Context: an optimization exercise on an open-source flow, tuned for small area. The choices shown serve that exercise and are no tape-out recipe. The RTL was checked by simulation tests, not by an equivalence proof against the original design. No activity file was given, so power comes from the tool's default toggle rates.

Setup of north:
==> flow/design.v (excerpt) <==
module pe_tile_new_unq1 (
clk_in,
config_addr,
config_data,
config_read,
config_write,
out_BUS1_S0_T0,
in_BUS1_S0_T0,
out_BUS1_S0_T1,
in_BUS1_S0_T1,
out_BUS1_S0_T2,
in_BUS1_S0_T2,
out_BUS1_S0_T3,
in_BUS1_S0_T3,
out_BUS1_S0_T4,
in_BUS1_S0_T4,
out_BUS1_S1_T0,
in_BUS1_S1_T0,
out_BUS1_S1_T1,
in_BUS1_S1_T1,
out_BUS1_S1_T2,
in_BUS1_S1_T2,
out_BUS1_S1_T3,
in_BUS1_S1_T3,
out_BUS1_S1_T4,
in_BUS1_S1_T4,
out_BUS1_S2_T0,
in_BUS1_S2_T0,
out_BUS1_S2_T1,
in_BUS1_S2_T1,
out_BUS1_S2_T2,
in_BUS1_S2_T2,
out_BUS1_S2_T3,
in_BUS1_S2_T3,
out_BUS1_S2_T4,
in_BUS1_S2_T4,
out_BUS1_S3_T0,
in_BUS1_S3_T0,
out_BUS1_S3_T1,
in_BUS1_S3_T1,
out_BUS1_S3_T2,
in_BUS1_S3_T2,
out_BUS1_S3_T3,
in_BUS1_S3_T3,
out_BUS1_S3_T4,
in_BUS1_S3_T4,
out_BUS16_S0_T0,
in_BUS16_S0_T0,
out_BUS16_S0_T1,
in_BUS16_S0_T1,
out_BUS16_S0_T2,
in_BUS16_S0_T2,
out_BUS16_S0_T3,
in_BUS16_S0_T3,
out_BUS16_S0_T4,
in_BUS16_S0_T4,
out_BUS16_S1_T0,
in_BUS16_S1_T0,
out_BUS16_S1_T1,
in_BUS16_S1_T1,
out_BUS16_S1_T2,
in_BUS16_S1_T2,
out_BUS16_S1_T3,
in_BUS16_S1_T3,
out_BUS16_S1_T4,
in_BUS16_S1_T4,
out_BUS16_S2_T0,
in_BUS16_S2_T0,
out_BUS16_S2_T1,
in_BUS16_S2_T1,
out_BUS16_S2_T2,
in_BUS16_S2_T2,
out_BUS16_S2_T3,
in_BUS16_S2_T3,
out_BUS16_S2_T4,
in_BUS16_S2_T4,
out_BUS16_S3_T0,
in_BUS16_S3_T0,
out_BUS16_S3_T1,
in_BUS16_S3_T1,
out_BUS16_S3_T2,
in_BUS16_S3_T2,
out_BUS16_S3_T3,
in_BUS16_S3_T3,
out_BUS16_S3_T4,
in_BUS16_S3_T4,
gin_0,
gin_1,
gin_2,
gin_3,
gout,
reset,
tile_id,
read_data
);
  input clk_in;
  input [31:0] config_addr;
  input [31:0] config_data;
  input config_read;
  input config_write;
  output [0:0] out_BUS1_S0_T0;
  input [0:0] in_BUS1_S0_T0;
  output [0:0] out_BUS1_S0_T1;
  input [0:0] in_BUS1_S0_T1;
  output [0:0] out_BUS1_S0_T2;
  input [0:0] in_BUS1_S0_T2;
  output [0:0] out_BUS1_S0_T3;
  input [0:0] in_BUS1_S0_T3;
  output [0:0] out_BUS1_S0_T4;
  input [0:0] in_BUS1_S0_T4;
  output [0:0] out_BUS1_S1_T0;
  input [0:0] in_BUS1_S1_T0;
  output [0:0] out_BUS1_S1_T1;
  input [0:0] in_BUS1_S1_T1;
  output [0:0] out_BUS1_S1_T2;
  input [0:0] in_BUS1_S1_T2;
  output [0:0] out_BUS1_S1_T3;
  input [0:0] in_BUS1_S1_T3;
  output [0:0] out_BUS1_S1_T4;
  input [0:0] in_BUS1_S1_T4;
  output [0:0] out_BUS1_S2_T0;
  ...
export LEC_CHECK = 0
export CAP_MARGIN = 20
export CORE_MARGIN = 2
export CORE_UTILIZATION = 40
export SLEW_MARGIN = 20
create_clock -name core_clock -period 30.0 [get_ports {clk_in}]
standard.sh (not shown) runs the stock make flow with config.mk's settings and CLKGATE_MAP_FILE= SYNTH_SCRIPT=/design/flow/synth_recipe.tcl, a recipe that flattens the netlist after the stock synthesis.
==> flow/flow/run.sh <==
#!/bin/bash
# Standard ORFS layout (standard.sh, unchanged synthesis) with two changes:
# - port buffers are buf_1 cells;
# - clock tree synthesis uses clkbuf_4 buffers, sink clusters of up to 8
#   flip-flops and no dummy loads.
# Each tool's output is logged under orfs/logs; make's own output goes to
# make.log here.
set -euo pipefail
export BUFFER_PORTS_ARGS="-buffer_cell sky130_fd_sc_hd__buf_1"
export CTS_ARGS="-sink_clustering_enable -repair_clock_nets -dont_use_dummy_load -buf_list sky130_fd_sc_hd__clkbuf_4 -sink_clustering_size 8 -sink_clustering_max_diameter 40"
bash standard.sh "BUFFER_PORTS_ARGS=$BUFFER_PORTS_ARGS" "CTS_ARGS=$CTS_ARGS" finish > make.log 2>&1
north finished every stage and its layout cleared the timing, DRC and antenna checks.
Here is what was changed in the inputs of south compared with north.
==> flow/flow/run.sh <==
#!/bin/bash
# Standard ORFS layout (standard.sh, unchanged synthesis) with two changes:
# - port buffers are buf_1 cells;
# - clock tree synthesis uses clkbuf_16 buffers, sink clusters of up to 20
#   flip-flops and no dummy loads.
# Each tool's output is logged under orfs/logs; make's own output goes to
# make.log here.
set -euo pipefail
export BUFFER_PORTS_ARGS="-buffer_cell sky130_fd_sc_hd__buf_1"
export CTS_ARGS="-sink_clustering_enable -repair_clock_nets -dont_use_dummy_load -buf_list sky130_fd_sc_hd__clkbuf_16 -sink_clustering_size 20 -sink_clustering_max_diameter 60"
bash standard.sh "BUFFER_PORTS_ARGS=$BUFFER_PORTS_ARGS" "CTS_ARGS=$CTS_ARGS" finish > make.log 2>&1
==> comparison <==
- Across both runs, overall power after layout was higher for south than for north.
- Row combinational share of power: south lower / north higher
- Higher setup clock skew after layout goes to north over south.
- Summary of south over north: headroom to the max-slew limit climbed 1.0 points; cell count along the critical path fell by about 4%; share of total power consumed by net switching went down 2.2 points.
Input-level comparison between east and south:
# south
export LEC_CHECK = 0
export CAP_MARGIN = 20
export CORE_MARGIN = 2
export CORE_UTILIZATION = 40
export SLEW_MARGIN = 20
create_clock -name core_clock -period 30.0 [get_ports {clk_in}]
# east
export LEC_CHECK = 0
export CAP_MARGIN = 10
export CORE_MARGIN = 2
export CORE_UTILIZATION = 40
export SLEW_MARGIN = 10
create_clock -name core_clock -period 30.0 [get_ports {clk_in}]
==> summary.txt <==
Status east: flow complete, layout not clean - capacitance limit, slew limit
From south to east the numbers moved as follows: fmax higher; final design area excluding fillers shows no meaningful change; wire length went down by 1200 µm.

## port drivers added, routing unchanged
In the flow no input, the clock included, has a driving cell. The finished layouts below were timed again as built, in two steps.
Step 1 assumes that a clkbuf_16 drives the clock port and a buf_2 every other input.
Step 2, shift: input delay + t, output delay - t, t = (earliest + latest rising clock arrival at the registers) / 2. This alone moves slack from input paths to output paths.
Three values: no drivers, after step 1, after step 2; two values: the first two.
run	shift t [ns]	setup WS [ns]	worst register clock-pin slew, ns
north	1.240	2.721 / 2.678 / 2.678	0.11 / 0.11
south	0.740	2.469 / 2.420 / 2.420	0.09 / 0.09
east	0.750	2.813 / 2.765 / 2.765	0.09 / 0.09
For south, which loses most, drivers alone change the setup slack by -0.049 ns; drivers and shift together by -0.049 ns.
